From an optimization exercise on the open Yosys and OpenROAD flow, aimed at a short achievable clock period and few clock cycles; shortcuts taken in it are not production practice.
Only simulation tests tie the RTL to the original design; equivalence was not proved.
Power figures rest on the tool's default switching activity, not on a simulated workload.

File: design.v
`timescale 1ns / 1ps
module alu1b(
  input [8:0] ctrl,  
  input a, b, ci, ri,
  output q, co, ro
  );
  and (and_b, b, ctrl[8]);
  xor (nb, and_b, ctrl[7]);
  xor (xor_ab, nb, a);
  xor (sum_ab, xor_ab, ci);
  and (and_ab, nb, a);
  and (and_xabc, xor_ab, ci);
  or (co_ab, and_xabc, and_ab);
  and (qsum, sum_ab, ctrl[1]);
  and (csum, co_ab, ctrl[1]);
  and (qxor, xor_ab, ctrl[0]);
  or (or_ab, nb, a);
  and (qor, or_ab, ctrl[3]);
  nor (nor_ab, nb, a);
  and (qnor, nor_ab, ctrl[4]);
  and (qand, and_ab, ctrl[2]);
  and (cshl, a, ctrl[5]);
  and (qshl, ci, ctrl[5]);
  and (qshr, ri, ctrl[6]);  
  or (q, qxor, qsum, qand, qor, qnor, qshl, qshr);
  or (co, csum, cshl);
  buf (ro, a);
endmodule
`timescale 1ns / 1ps
module ALU(
  input [15:0] Ai, Bi,
  input [5:0] oper,  
  input wb, CFi,
  output [15:0] Qo,
  output CF, ZF, SF, VF, HCF, ALU_en
  );
  wire [8:0] ctrl;  
  not (nalu2, oper[5]);
  not (nalu1, oper[4]);
  not (nalu0, oper[3]);
  not (narg1, oper[2]);
  not (narg0, oper[1]);
  not (nfunc, oper[0]);
  and (xor_and_ctrl, oper[5], nalu1, nalu0);
  and (shift_ctrl, nalu2, nalu1, oper[3]);
  and (or_nor_ctrl, oper[5], nalu1, oper[3]);
  and (add_ctrl, oper[4], nalu0);
  and (notb_ctrl, oper[4], oper[3]);
  buf (ctrl[8], oper[5]);
  buf (ctrl[7], notb_ctrl);
  and (ctrl[6], oper[0], shift_ctrl);
  and (ctrl[5], nfunc,   shift_ctrl);
  and (ctrl[4], oper[0], or_nor_ctrl);
  and (ctrl[3], nfunc,   or_nor_ctrl);
  and (ctrl[2], oper[0], xor_and_ctrl);
  or  (ctrl[1], add_ctrl, notb_ctrl);
  and (ctrl[0], nfunc, xor_and_ctrl);
  or (ALU_en, oper[5], oper[4], oper[3]);
  alu1b u0(ctrl, Ai[0], Bi[0], carryi0, righti1,
           Qo0, carryo1, righto0);
  or (Qo[0], Qo0, ci0);
  buf (carryi1, carryo1); buf (righti1, righto1);
  alu1b u1(ctrl, Ai[1], Bi[1], carryi1, righti2,
           Qo[1], carryo2, righto1);
  buf (carryi2, carryo2); buf (righti2, righto2);  
  alu1b u2(ctrl, Ai[2], Bi[2], carryi2, righti3,
           Qo[2], carryo3, righto2);
  buf (carryi3, carryo3); buf (righti3, righto3);  
  alu1b u3(ctrl, Ai[3], Bi[3], carryi3, righti4,
           Qo[3], carryo4, righto3);
  buf (carryi4, carryo4); buf (righti4, righto4);  
  alu1b u4(ctrl, Ai[4], Bi[4], carryi4, righti5,
           Qo[4], carryo5, righto4);
  buf (carryi5, carryo5); buf (righti5, righto5);  
  alu1b u5(ctrl, Ai[5], Bi[5], carryi5, righti6,
           Qo[5], carryo6, righto5);
  buf (carryi6, carryo6); buf (righti6, righto6);  
  alu1b u6(ctrl, Ai[6], Bi[6], carryi6, righti7,
           Qo[6], carryo7, righto6);
  buf (carryi7, carryo7); buf (righti7, righto7);  
  alu1b u7(ctrl, Ai[7], Bi[7], carryi7, righti8,
           Qo[7], carryo8, righto7);
  buf (carryi8, carryo8); or (righti8, righto8, ri8);  
  alu1b u8(ctrl, Ai[8], Bi[8], carryi8, righti9,
           Qo[8], carryo9, righto8);
  buf (carryi9, carryo9); buf (righti9, righto9);  
  alu1b u9(ctrl, Ai[9], Bi[9], carryi9, righti10,
           Qo[9], carryo10, righto9);
  buf (carryi10, carryo10); buf (righti10, righto10);  
  alu1b u10(ctrl, Ai[10], Bi[10], carryi10, righti11,
           Qo[10], carryo11, righto10);
  buf (carryi11, carryo11); buf (righti11, righto11);  
  alu1b u11(ctrl, Ai[11], Bi[11], carryi11, righti12,
           Qo[11], carryo12, righto11);
  buf (carryi12, carryo12); buf (righti12, righto12);  
  alu1b u12(ctrl, Ai[12], Bi[12], carryi12, righti13,
           Qo[12], carryo13, righto12);
  buf (carryi13, carryo13); buf (righti13, righto13);  
  alu1b u13(ctrl, Ai[13], Bi[13], carryi13, righti14,
           Qo[13], carryo14, righto13);
  buf (carryi14, carryo14); buf (righti14, righto14);  
  alu1b u14(ctrl, Ai[14], Bi[14], carryi14, righti15,
           Qo[14], carryo15, righto14);
  buf (carryi15, carryo15); buf (righti15, righto15);  
  alu1b u15(ctrl, Ai[15], Bi[15], carryi15, righti16,
           Qo[15], carryo16, righto15);
  assign CF = (notb_ctrl ^ (wb ? carryo8 : carryo16)) | 
              (righto0 & ctrl[6]);   
  nor (lo_zero, Qo[0], Qo[1], Qo[2], Qo[3], Qo[4], Qo[5], Qo[6], Qo[7]);
  nor (hi_zero, Qo[8], Qo[9], Qo[10], Qo[11], Qo[12], Qo[13], Qo[14], Qo[15]);
  assign ZF = wb ? lo_zero : (lo_zero & hi_zero);
  assign SF = wb ? Qo[7] : Qo[15];
  assign VF = wb ? (carryo8 ^ carryo7) : (carryo16 ^ carryo15);
  buf (HCF, carryo4);
  and (arth_shift, shift_ctrl, narg1, oper[1]);  
  and (rotate, shift_ctrl, oper[2], narg0);  
  and (cy_rotate, shift_ctrl, oper[2], oper[1]);  
  assign adc_sbb_rotc = notb_ctrl ^ (CFi & ((oper[0] & add_ctrl) | cy_rotate));
  assign sar = arth_shift & (wb ? Ai[7] : Ai[15]);
  assign rot = rotate & ((wb ? carryo8 : carryo16) | (righto0 & ctrl[6]));
  buf (carryi0, adc_sbb_rotc);
  not (nwb, wb);
  or (sar_rot, sar, rot);
  and (righti16, sar_rot, nwb, ctrl[6]);
  and (ri8, sar_rot, wb, ctrl[6]);
  and (ci0, rot, ctrl[5]);
endmodule
`timescale 1ns / 1ps
module REGU(
  input clk, rst, execution_signal,
  input [15:0] alu_Q, imm_value, mem_data,
  input [4:0] pcpos,
  input [2:0] isrc, idst,
  input twb, 
  tgpr_dst, titr_dst, tss_dst, tds_dst, tcs_dst, 
  tgpr_src, titr_src, imm_src, tss_src, tds_src, tcs_src, mem_src,
  input [2:0] iscra,
  input [1:0] iscrb,
  input ALU_en, awb, 
  output [15:0] out_A, out_B,  
                PC, V2, ACC,    
  output reg [7:0] CS, DS, SS
  );
  wire [15:0] main_bus;
  reg [7:0] lo_ITR [7:0];
  reg [7:0] hi_ITR [7:0];
  reg [7:0] lo_GPR [7:0];
  reg [7:0] hi_GPR [7:0];
  always @(posedge clk or posedge rst) begin
    if (rst) begin
      lo_ITR[0] <= 8'h00; hi_ITR[0] <= 8'h00;  
      lo_ITR[1] <= 8'h00; hi_ITR[1] <= 8'h00;  
      lo_ITR[2] <= 8'h00; hi_ITR[2] <= 8'h00;  
      lo_ITR[3] <= 8'h00; hi_ITR[3] <= 8'h00;  
      lo_ITR[4] <= 8'h00; hi_ITR[4] <= 8'h00;  
      lo_ITR[5] <= 8'h00; hi_ITR[5] <= 8'h00;  
      lo_ITR[6] <= 8'h00; hi_ITR[6] <= 8'h00;  
      lo_ITR[7] <= 8'h00; hi_ITR[7] <= 8'h00;  
      lo_GPR[0] <= 8'h00; hi_GPR[0] <= 8'h00;  
      lo_GPR[1] <= 8'h00; hi_GPR[1] <= 8'h00;  
      lo_GPR[2] <= 8'h00; hi_GPR[2] <= 8'h00;  
      lo_GPR[3] <= 8'h00; hi_GPR[3] <= 8'h00;  
      lo_GPR[4] <= 8'h00; hi_GPR[4] <= 8'h00;  
      lo_GPR[5] <= 8'h00; hi_GPR[5] <= 8'h00;  
      lo_GPR[6] <= 8'h00; hi_GPR[6] <= 8'h00;  
      lo_GPR[7] <= 8'h00; hi_GPR[7] <= 8'h00;  
      CS <= 8'hff;
      DS <= 8'hff;
      SS <= 8'hff;
    end
    else if (execution_signal) begin
      if (!(titr_dst && idst == 3'h7)) begin
        {hi_ITR[7], lo_ITR[7]} <= {hi_ITR[7], lo_ITR[7]} + 
          {pcpos[4] ? 10'h3ff : 10'h0, pcpos[3:0], 2'b00} + 3'h4;
      end
      if (titr_dst) begin  
        lo_ITR[idst] <= main_bus[7:0];
        if (!twb) begin
          hi_ITR[idst] <= main_bus[15:8];
        end
      end
      else if (tgpr_dst) begin  
        lo_GPR[idst] <= main_bus[7:0];
        if (!twb) begin
          hi_GPR[idst] <= main_bus[15:8];
        end
      end
      else begin  
        if (tss_dst) SS <= main_bus[7:0];
        if (tds_dst) DS <= main_bus[7:0];
        if (tcs_dst) CS <= main_bus[7:0];
      end
      if (ALU_en) begin  
        lo_ITR[3] <= alu_Q[7:0];
        if (!awb) begin
          hi_ITR[3] <= alu_Q[15:8];
        end
      end
      if (mem_src) begin
        lo_ITR[2] <= mem_data[7:0];
        if (!awb) begin
          hi_ITR[2] <= mem_data[15:8];
        end
      end
    end
  end
  assign main_bus = ({16{titr_src}} & { hi_ITR[isrc], lo_ITR[isrc] }) |
                    ({16{tgpr_src}} & { hi_GPR[isrc], lo_GPR[isrc] }) |
                    ({16{imm_src}}  & imm_value) |
                    ({16{tss_src}}  & { 8'h00, SS }) |
                    ({16{tds_src}}  & { 8'h00, DS }) |
                    ({16{tcs_src}}  & { 8'h00, CS });
  assign out_A = { hi_ITR[iscra], lo_ITR[iscra] };
  assign out_B = { hi_ITR[iscrb], lo_ITR[iscrb] };
  assign PC = {hi_ITR[7], lo_ITR[7]}; 
  assign V2 = {hi_ITR[2], lo_ITR[2]};
  assign ACC = {hi_ITR[3], lo_ITR[3]};
endmodule
`timescale 1ns / 1ps
module CPU(
  input clk, rst, ready,
  input [15:0] data_in,
  output reg load, store, 
  output code_seg, data_seg, stack_seg, alu_wb,
  output [23:0] addr_out,
  output [15:0] data_out
  );
  reg [15:0] IR [1:0];  
  reg [4:0] flags;  
  reg [3:0] main_state;  
  wire [15:0] alu_Ai, alu_Bi, alu_Qo, imm_value, mem_data, PC, V2, ACC;
  wire [7:0] CS, DS, SS;
  wire [5:0] alu_opc;
  wire [4:0] pcpos;
  wire [2:0] isrc, idst, iscra;
  wire [1:0] iscrb;
  wire new_carry_flag;
  wire [15:0] fetch_pc;
  ALU alu(
    alu_Ai, alu_Bi,
    alu_opc,  
    alu_wb, alu_CFi,
    alu_Qo,
    CF, ZF, SF, VF, HCF, ALU_en
  );
  REGU regu(
    clk, rst, execution_signal,
    alu_Qo, imm_value, mem_data,
    pcpos,
    isrc, idst,
    twb,   
    tgpr_dst, titr_dst, tss_dst, tds_dst, tcs_dst, 
    tgpr_src, titr_src, imm_src, tss_src, tds_src, tcs_src, mem_src,
    iscra,
    iscrb,
    ALU_en, alu_wb, 
    alu_Ai, alu_Bi, PC, V2, ACC,
    CS, DS, SS
  );
  always @(posedge clk or posedge rst) begin
    if (rst) begin
      IR[1] <= 16'h0; IR[0] <= 16'h0;
      main_state <= 4'b0100;  
      load <= 1'b0;
      store <= 1'b0;
    end
    else begin
      if (main_state == 4'b0001) begin  
        main_state <= 4'b0100;  
      end
      else if (main_state == 4'b0010) begin  
        if (ready) begin
          main_state <= 4'b0100;  
          load <= 1'b0;
          store <= 1'b0;
        end
        else begin
          if (IR[0][7]) store <= 1'b1;
          else load <= 1'b1;
        end
      end
      else if (main_state == 4'b0100) begin  
        if (ready && load) begin
          IR[1] <= data_in;
          main_state <= 4'b1000;  
        end 
        else begin
          load <= 1'b1;
        end
      end
      else if (main_state == 4'b1000) begin  
        if (ready && load) begin
          IR[0] <= data_in;                
          load <= 1'b0;
          if (IR[1][15:14] == 2'b01 && data_in[8]) begin
            main_state <= 4'b0010;  
          end
          else begin
            main_state <= 4'b0001;  
          end
        end
      end
    end
  end
  buf (bIR0,  IR[0][0]);
  buf (bIR30, IR[1][14]);
  buf (bIR31, IR[1][15]);
  not (nIR0,  IR[0][0]);
  not (nIR30, IR[1][14]);
  not (nIR31, IR[1][15]);  
  and (poso1, nIR31, nIR30);
  and (ctrlo, nIR31, bIR30);
  and (poso2, ctrlo, nIR0);
  and (immo1, ctrlo, bIR0);
  or (poso, poso1, poso2);
  or (immo, bIR31, immo1);
  or (aluo, bIR31, poso1);
  assign ctrl_oper = 
  (main_state[1:0] == 2'h1) | (ready && (main_state[1:0] == 2'h2)) ? ctrlo : 1'b0;
  assign alu_oper = 
  (main_state[1:0] == 2'h1) | (ready && (main_state[1:0] == 2'h2)) ? aluo : 1'b0;
  assign pstr_oper = 
  (main_state[1:0] == 2'h1) | (ready && (main_state[1:0] == 2'h2)) ? poso : 1'b0;
  assign imm_oper = 
  (main_state[1:0] == 2'h1) | (ready && (main_state[1:0] == 2'h2)) ? immo : 1'b0;
  always @(posedge clk or posedge rst) begin
    if (rst) begin
      flags <= 5'b00000;
    end
    else if (execution_signal) begin
      if (ALU_en) begin
        flags <= {CF, ZF, SF, VF, HCF};
      end
      else if (ctrl_oper) begin
        flags[4] <= new_carry_flag;
      end
    end
  end
  wire [3:0] ir_flags;
  assign ir_flags = IR[1][7:4];
  assign hc_temp  = flags[0] & (~ir_flags[3]) & (~ir_flags[2]) & (~ir_flags[1]); 
  assign c_temp   = flags[4] & (~ir_flags[3]) & ir_flags[1];
  assign z_temp1  = flags[3] & (~ir_flags[3]) & ir_flags[2];
  assign s_temp   = flags[2] & ir_flags[3]    & (~ir_flags[2]) & (~ir_flags[1]);
  assign v_temp   = flags[1] & ir_flags[3]    & (~ir_flags[2]) & ir_flags[1];
  assign ls_temp  = (flags[1] ^ flags[2])     & ir_flags[3]    & ir_flags[2];
  assign z_temp2  = flags[3] & ir_flags[3]    & ir_flags[2]    & ir_flags[1];
  assign branch_signal = ir_flags[0] ^ (hc_temp | c_temp | z_temp1 | v_temp |
                                        s_temp | c_temp | ls_temp | z_temp2);
  assign pcpos = ((branch_signal | (~IR[1][13])) & pstr_oper) ? IR[1][12:8] : 5'h0;
  assign bit_D = IR[1][3];
  assign bit_18 = IR[1][2];
  assign bit_14 = IR[0][14];
  assign twb = IR[0][10];
  assign isrc = bit_D ? {IR[1][1:0], IR[0][15]} : IR[0][13:11];
  assign idst = bit_D ? IR[0][13:11] : {IR[1][1:0], IR[0][15]} ;
  assign tgpr_src = ({pstr_oper, bit_D, bit_14} == 3'b100) ? 1'b1 : 1'b0;
  assign titr_src = ({pstr_oper, bit_D, bit_18} == 3'b111 ||
                     {pstr_oper, bit_D, bit_14} == 3'b101) ? 1'b1 : 1'b0;
  assign tcs_src  = ({pstr_oper, bit_D, bit_18, IR[1][1:0], IR[0][15]} == 6'b110100) ? 1'b1 : 1'b0;
  assign tds_src  = ({pstr_oper, bit_D, bit_18, IR[1][1:0], IR[0][15]} == 6'b110010) ? 1'b1 : 1'b0;
  assign tss_src  = ({pstr_oper, bit_D, bit_18, IR[1][1:0], IR[0][15]} == 6'b110001) ? 1'b1 : 1'b0;
  assign tgpr_dst = ({pstr_oper, imm_oper, bit_14} == 3'b010 ||
                     {pstr_oper, bit_D, bit_14}    == 3'b110) ? 1'b1 : 1'b0;
  assign titr_dst = ({pstr_oper, imm_oper, bit_14} == 3'b011 ||
                     {pstr_oper, bit_D, bit_14}    == 3'b111 ||
                     {pstr_oper, bit_D, bit_18}    == 3'b101) ? 1'b1 : 1'b0;
  assign tcs_dst  = ({pstr_oper, imm_oper, IR[1][1], twb} == 4'b0111 ||
                     {pstr_oper, bit_D, bit_18, IR[1][1]} == 4'b1001) ? 1'b1 : 1'b0;
  assign tds_dst  = ({pstr_oper, imm_oper, IR[1][1], twb} == 4'b0111 ||
                     {pstr_oper, bit_D, bit_18, IR[1][0]} == 4'b1001) ? 1'b1 : 1'b0;
  assign tss_dst  = ({pstr_oper, imm_oper, IR[1][1], twb} == 4'b0111 ||
                    {pstr_oper, bit_D, bit_18, IR[0][15]} == 4'b1001) ? 1'b1 : 1'b0;
  assign imm_src = imm_oper;
  assign imm_value = {twb ? 8'h00 : {IR[1][6:0], IR[0][15]}, 
                      alu_oper ? IR[1][14] : IR[0][5], IR[1][13:7]};
  assign alu_opc = alu_oper ? {IR[0][8:6], IR[0][2:0]} : 6'h0;
  assign iscra = IR[0][5:3];
  assign iscrb = IR[0][2:1];
  assign alu_wb = IR[0][9];
  assign alu_CFi = flags[4];
  assign code_seg = main_state[3:2] != 2'b00;
  assign data_seg = main_state[1] & (~IR[0][6]);
  assign stack_seg = main_state[1] & IR[0][6];
  assign fetch_pc = main_state[3] ? PC + 16'h2 : PC;
  assign addr_out = {stack_seg ? SS : code_seg ? CS : DS, code_seg ? fetch_pc : ACC};
  assign data_out = V2;
  assign mem_data = data_in;
  assign mem_done = main_state[1] & ready;
  assign mem_src = mem_done & ~IR[0][7];
  assign execution_signal = main_state[0] | mem_done;
  assign new_carry_flag = IR[0][4] ? IR[0][3] : flags[4] ^ IR[0][3];
endmodule
File: config.mk
export PLATFORM = sky130hd
export DESIGN_NAME = CPU
export DESIGN_NICKNAME = CPU
export VERILOG_FILES = /design/flow/design.v
export SDC_FILE = /design/flow/constraint.sdc
export NUM_CORES = 4
export LEC_CHECK = 0
export CAP_MARGIN = 20
export CORE_MARGIN = 2
export CORE_UTILIZATION = 40
export SLEW_MARGIN = 20
File: constraint.sdc
create_clock -name core_clock -period 13.0 [get_ports {clk}]
set_input_delay 2.6000 -clock core_clock [delete_from_list [all_inputs] [get_ports {clk}]]
set_output_delay 2.6000 -clock core_clock [all_outputs]
set_load 0.01 [all_outputs]
File: run.sh
#!/bin/bash
# synth_recipe.tcl (not shown) runs the flow's synth.tcl, then flattens the netlist and writes it again
# the make line also repeats each setting of config.mk as NAME=value (left out here)
make -C /OpenROAD-flow-scripts/flow DESIGN_CONFIG=/design/flow/config.mk WORK_HOME=/design/flow/orfs CLKGATE_MAP_FILE= SYNTH_SCRIPT=/design/flow/synth_recipe.tcl finish
==> flow_summary.toml <==
[yosys]
ys_ff_latch = 323
ys_async_sr_fraction_pct = 100
post_synth.cell_area_avg_um2 = 8.87
ys.flop_type = "dfrtp_1"
post_synth_inst_count = 2260
post_synth_edffs = 0
netlist_area_before_placement_um2 = 20100
synth-warning-count = 163
netlist-cell-type-count = 84
syn-num-nets = 2354
share_of_the_yosys_chip_area_belonging_to_registers_pct = 40.5

[sta]
grt_setup_unrepaired = "false"
worst-slew-pin-transition_ns = 1.11
hold_viol_final = 0
slew_viols_final = 0
setup_viol = 0
fin_crit_sh_pct = 95.3
relSlewSlack_pct = 26.0
finalClockSkew_ns = 0.0287
clock.fmax_mhz = 80.7
period_minus_slack_ns = 12.38

[global_routing]
grt_start_max_net_pins = 104
first_global_vias = 17053
grt_util_all_layers_pct = 28.3
grt_overflow = 0
first_pass_grt_wire_length_um = 112000
antenna_violations_before_repair = 2

[layout]
layout.area.seq_um2 = 8120
layout.cells.most_common = "nand2_1"
n_antenna_cell = 0
areaGrowthSynthToFinish_pct = 13.6
mostFrequentLayoutCells = "nand2_1 (311), dfrtp_1 (297), nor2_1 (253), a21oi_1 (191), o21ai_0 (172)"
finish.utilization_pct = 45.7
final_nets = 2361
footprint_of_the_multi_input_gates_um2 = 11100
finish.instance_area_um2 = 22800
final_layout_size_suffix_gt1_share_pct = 13.4
instances_no_fill = 2965
fillCellCount = 4885

[hold_path]
hold_path.class = "flop to flop"
min-delay-start = "regu.lo_GPR[0][1]$_DFFE_PP0P_"

[power_and_ir_drop]
pwr-share-comb_pct = 1.5
power_density_nw_per_um2 = 93.7
internal_power_mw = 1.65
pwr-share-seq_pct = 47.1
power.ir.vdd_worst_uv = 70.1
power.net_switching_mw = 0.481
p_sw_share_pct = 22.5
clock_power_share_pct = 51.3
leakagePower_nw = 9.56

[clock_tree]
cts_sinks = 323
tritoncts = "yes"
cell_at_the_root_of_the_clock_tree = "clkbuf_16"
clockBufferDepth = 3
numCtsBuffers = 38
ctsHoldBuffers = 0
ctsHtreeMaxLevel = 2
insertion_delay_ns = 0.57
clk_pin_slew_ns = 0.06

[setup_path]
critPathArrivalTime_ns = 12.81
r2r_start = "IR[0][5]$_DFFE_PP0P_"
crit_path_start = "ready"
worst-setup-path-type = "primary input to flop"
crit_path_top_delay_cell = "fa_1"
worst_setup_path_start_kind = "primary input"
critPathMaxStageDelay_ns = 0.48
critical_path_required_ns = 13.43
critPathCaptureType = "flop"
timing.critical_path.fanout_max = 5

[placed_design]
placedInstanceArea_um2 = 21400
numPlacedInstances = 2895
place_congestion = 0.965
port_buffers = 64
dp_hpwl_um = 54000

[route]
avgRoutedWirePerCell_um = 25.3
route.vias.total = 18018
drt-vias-per-instance = 6.08
first_pass_iters = 5
drcViolationCount = 0
drt.antenna.violating_nets = 0
routed_wl_um = 75000
detail_route.iter0.violations = 1790

[floorplan]
floorplan.io_pins = 65
core.rowCount = 82
chipHeight_um = 228
floorplan.die_area_um2 = 51900
design.core.area_um2 = 49900
initial_standard_cell_utilization_of_the_core_pct = 40.2
chipWidth_um = 228

[flow_run]
drv_cap = 0

[run_status]
outcome = "finished clean"
[kinds of logic after synthesis]
kind of cell               Yosys count  synth area share, %
and+or+nand+nor                    756                 16.4
adders and majority gates           75                 5.32
buffers and inverters              229                 4.79
AOI/OAI and AO/OA                  678                 21.8
xor gates and xnor gates            60                 2.62
DFF                                323                 40.5
muxes                              139                 8.62
[cells in the mapped netlist (all sizes together) (4+ instances only)]
cell type	count	area [µm²]
o2bb2ai	14	123
a22o	9	78.8
o22ai	18	113
o32ai	6	60.1
nand2b	10	62.6
o21ai	191	956
clkbuf	99	372
nor2b	29	181
a32oi	4	35.0
dfstp	25	657
a221oi	28	251
inv	58	218
mux2i	59	598
and3b	4	35.0
xor2	33	289
and2	7	43.8
mux4	20	450
o211ai	26	195
or3	6	37.5
nor3	19	110
buf	72	372
nand2	311	1170
a311oi	15	131
xnor2	27	236
o211a	4	40.0
nor2	267	1010
a211o	7	61.3
a221o	10	100
o221ai	17	149
a211oi	31	248
a21o	21	158
a31oi	14	87.6
a22oi	14	105
nor3b	8	75.1
dfrtp	298	7460
nand3	56	280
mux2	60	679
o21a	4	30.0
fa	17	340
ha	58	726
a21oi	193	970
and3	19	119
a222oi	8	80.1
o31ai	10	75.1
o22a	11	96.3
[repair_timing]
action / in CTS / in global routing
setup buffers: 0 / 3
endpoints found under the setup margin: 0 / 6
endpoints found under the hold margin: 0 / 0
resized for setup: 0 / 26
[power groups by stage]
stage | combinational [mW] | sequential [mW] | clock [mW]
after floorplan | 0.0148 | 1.02 | 0
after global placement | 0.0338 | 1.02 | 0
after detailed placement | 0.0341 | 1.02 | 0
after CTS | 0.0343 | 1.01 | 1.10
after global routing | 0.0370 | 1.01 | 1.15
final | 0.0328 | 1.01 | 1.10
[critical path: cells and delay by family]
kind                       cells  cell delay [ns]
adders and majority gates     16             5.78
and+or+nand+nor               19             2.00
AOI/OAI and AO/OA             15             1.95
buffers and inverters          2             0.28
xor gates and xnor gates       1             0.21
[flip-flops by register name, indices dropped and copies added, names as in the netlist]
signal / cells
regu.hi_GPR: 64
main_state: 4
store: 1
regu.lo_ITR: 64
regu.SS: 8
flags: 5
regu.hi_ITR: 64
regu.DS: 8
load: 1
regu.CS: 8
regu.lo_GPR: 64
IR: 32
[path summary, 6_finish.rpt]
check / depth (start not counted) / end / slack (ns)
setup / recovery: 53 / flags[3]$_DFFE_PP0P_ / 0.62
hold / removal: 2 / regu.lo_GPR[0][1]$_DFFE_PP0P_ / 0.47
setup reg to reg: 51 / flags[3]$_DFFE_PP0P_ / 1.70
hold reg to reg: 2 / regu.lo_GPR[0][1]$_DFFE_PP0P_ / 0.47
max in group asynchronous: 3 / IR[0][3]$_DFFE_PP0P_ / 8.86
min in group asynchronous: 2 / regu.hi_GPR[2][2]$_DFFE_PP0P_ / 2.59
[metal layers]
metal  wire (µm)  track usage (%)  up-vias  part of all wire [%]
met5          20                0        -                 0.027
li1            -                -     8103                     -
met3        5880             4.58      172                   7.8
met1       31700             38.8     8927                    42
met2       34200             44.6      812                    46
met4        3190             11.6        4                   4.3
[layout make-up]
class,instances,share of cell area [%]
tap,672,3.69
timing repair buffer,138,5.27
multi-input combinational,1708,48.9
clock inverter,18,0.791
clock buffer,48,4.70
inverter,58,0.989
sequential,323,35.6
[metrics by stage]
stage,power [mW],hold slack [ns],worst slack [ns],setup TNS [ns]
floorplan,1.04,0.445,0.108,0
global placement,1.06,0.457,-0.340,-0.534
detailed placement,1.06,0.465,-0.405,-0.889
CTS,2.14,0.477,0.0931,0
global route,2.19,0.494,0.217,0
finish,2.13,0.474,0.616,0
Testbench counts, summed over its fixed seeds: cycles 48,316.

==> static timing again, ports no longer ideal <==
The results above use ideal ports. As a check the final layout listed here was re-extracted and re-timed, cells and wires unchanged.
Step 1, drivers: a clkbuf_16 drives clk and a buf_2 each remaining input, both assumed.
Step 2, shift: input delay + t, output delay - t, t = (earliest + latest rising clock arrival at the registers) / 2. This alone moves slack from input paths to output paths.
a / b / c = no drivers / after step 1 / after step 2; a / b = the first two.
t, ns: 0.613
setup slack, ns: 0.616 / 0.637 / 0.024
worst setup path after step 2: input to register
worst register clock-pin slew, ns: 0.07 / 0.07
worst slew at a driven data input, ns: 0.06
After both steps setup and hold are still met in this run. For this run, drivers alone change the setup slack by +0.021 ns; drivers and shift together by -0.592 ns.
